Context: an optimization exercise on an open-source flow, tuned for small area and a short achievable clock period. The choices shown serve that exercise and are no tape-out recipe. At most, simulation tests tie the RTL to the original design; equivalence was not proved. No activity file was given, so power comes from the tool's default toggle rates.

Design matrix_convol, start of the top module:
module matrix_convol #(parameter m=9, f=3) (clk, rst, a, b, stride, out, done);
For scale: roughly 1700 cells after synthesis, about 830 flip-flops, roughly 39 I/O pins, about 23000 sq um of cells after synthesis.
==> flow/config.mk <==
export PLATFORM = sky130hd
export DESIGN_NAME = matrix_convol
export DESIGN_NICKNAME = matrix_convol
export VERILOG_FILES = /design/flow/design.v
export SDC_FILE = /design/flow/constraint.sdc
export NUM_CORES = 4
export LEC_CHECK = 0
export CAP_MARGIN = 20
export CORE_MARGIN = 2
export CORE_UTILIZATION = 40
export CTS_BUF_LIST = sky130_fd_sc_hd__clkbuf_8
export CTS_CLUSTER_DIAMETER = 60
export CTS_CLUSTER_SIZE = 20
export SLEW_MARGIN = 20
==> flow/constraint.sdc <==
create_clock -name core_clock -period 11.0 [get_ports {clk}]
set_input_delay 2.2000 -clock core_clock [delete_from_list [all_inputs] [get_ports {clk}]]
set_output_delay 2.2000 -clock core_clock [all_outputs]
set_load 0.01 [all_outputs]
standard.sh (not shown) runs the stock make flow with config.mk's settings and CLKGATE_MAP_FILE= SYNTH_SCRIPT=/design/flow/synth_recipe.tcl, a recipe that flattens the netlist after the stock synthesis.
==> flow/flow/run.sh <==
#!/bin/bash
# The standard layout (the standard.sh, every step unchanged), with the
# ports buffered by a plain buffer (buf_4) and a clock tree without dummy
# loads, with clkbuf_16 at its root and upper level and clkbuf_8 at its leaves.
set -euo pipefail
export BUFFER_PORTS_ARGS="-buffer_cell sky130_fd_sc_hd__buf_4"
export CTS_ARGS="-sink_clustering_enable -repair_clock_nets -sink_clustering_size 20 -sink_clustering_max_diameter 60 -buf_list sky130_fd_sc_hd__clkbuf_8 -root_buf sky130_fd_sc_hd__clkbuf_16 -dont_use_dummy_load"
bash standard.sh > standard.log 2>&1
==> next run, changes <==
--- a/flow/design.v
+++ b/flow/design.v
@@ -3,22 +3,23 @@
 input clk, rst;
 input [7:0] a, b;
 input [3:0] stride;
 output reg [15:0] out;
 output reg done;
 localparam [1:0] S_IDLE = 2'd0, S_LOAD = 2'd1, S_MAC = 2'd2, S_STEP = 2'd3;
 reg [1:0] state;
 reg [3:0] lr;       
 reg [3:0] lc;       
 reg [2:0] cc, cr;   
-reg       ov1;      
 reg       ov;       
+reg [3:0] strd;     
+reg       upd;      
 reg [647:0] xq;     
 reg [71:0]  hq;     
 reg [8:0]  rs;      
 reg [1:0]  r, c;    
 reg [7:0]  xr, hr;  
 reg [15:0] ps, pc;  
 reg [15:0] acc;
 wire ld_st   = (state == S_LOAD);
 wire mac_st  = (state == S_MAC);
 wire step_st = (state == S_STEP);
@@ -365,46 +366,48 @@
         S_MAC:  state <= S_STEP;
         default: state <= (ov || (cc == 3'd6 && cr == 3'd6 && last_e)) ? S_IDLE : S_MAC;
     endcase
 end
 wire take = mac_st && last_e;
 wire keep = ld_st || (state[1] && !take);
 always @(posedge clk) begin
     out  <= (acc & {16{take}}) | (out & {16{keep}});
     done <= state[1] && last_e;
 end
-wire [2:0] lim = (cc != 3'd6) ? 3'd6 - cc : 3'd6 - cr;
-wire       over = stride[3] || (stride[2:0] > lim);
+wire [4:0] ccs = cc + strd;
+wire [4:0] crs = cr + strd;
 always @(posedge clk) begin
-    ov1 <= step_st && last_e && over;
-    ov  <= ov1;
+    strd <= stride;
+    upd  <= step_st && last_e;
 end
 always @(posedge clk) begin
     case (state)
         S_IDLE: begin
             lr <= 4'd0; lc <= 4'd0;
-            cc <= 3'd0; cr <= 3'd0;
+            cc <= 3'd0; cr <= 3'd0; ov <= 1'b0;
         end
         S_LOAD: begin
             if (lr == 4'd9) lc <= 4'd0;
             else if (last_e) begin lc <= 4'd0; lr <= lr + 4'd1; end
             else lc <= lc + 4'd1;
         end
         S_MAC: begin
-        end
-        default: begin
-            lc <= last_e ? 4'd0 : lc + 4'd1;
-            if (last_e) begin
+            if (upd) begin
                 if (cc != 3'd6) begin
-                    cc <= cc + stride[2:0];
+                    cc <= ccs[2:0];
+                    ov <= ccs > 5'd6;
                 end else begin
                     cc <= 3'd0;
-                    if (cr != 3'd6)
-                        cr <= cr + stride[2:0];
-                    else
+                    if (cr != 3'd6) begin
+                        cr <= crs[2:0];
+                        ov <= crs > 5'd6;
+                    end else
                         cr <= 3'd0;
                 end
             end
         end
+        default: begin
+            lc <= last_e ? 4'd0 : lc + 4'd1;
+        end
     endcase
 end
 endmodule
What happened: Hold slack got worse by 15 ps; routed wire length falls by a few percent; non-clock buffer count shrinks by 1; clock skew goes up by 28 ps; power drops by a few percent; global-route usage is lower by 0.22 points; first-iteration DRC count is lower by about a fifth; core utilization is about the same; final area hardly moves; worst setup slack gains 49 ps; die area is about the same; register-to-register slack stays flat; count of clock-buffer cells in the layout came out higher by 4; combinational power came out lower by roughly a tenth.
For the first run of this note, only the layout was checked, not whether the RTL still works.

port drivers added, routing unchanged:
The flow's constraints put no driver on any port. The routed layouts listed below were extracted and timed again, unchanged, in two steps.
Step 1 assumes that a clkbuf_16 drives the clock port and a buf_2 every other input.
Step 2 adds t to the input delays and takes it off the output delays; t is the mean of the earliest and latest rising clock arrival at the registers after step 1. Input paths then give back, and output paths get back, about the clock's delay inside the block.
a / b / c = ideal ports / drivers / drivers and shift; a / b = the first two.
run	shift t [ns]	slack for setup (ns)	hold slack, ns	slew at the worst register clock pin (ns)
the first run	0.603	7.735 / 7.682 / 7.386	0.284 / 0.284 / 0.284	0.12 / 0.12
the second run	0.597	7.784 / 7.724 / 8.055	0.269 / 0.269 / 0.269	0.12 / 0.12
After both steps every run listed still meets setup and hold. For the first run, which loses most, drivers alone change the setup slack by -0.053 ns; drivers and shift together by -0.349 ns.
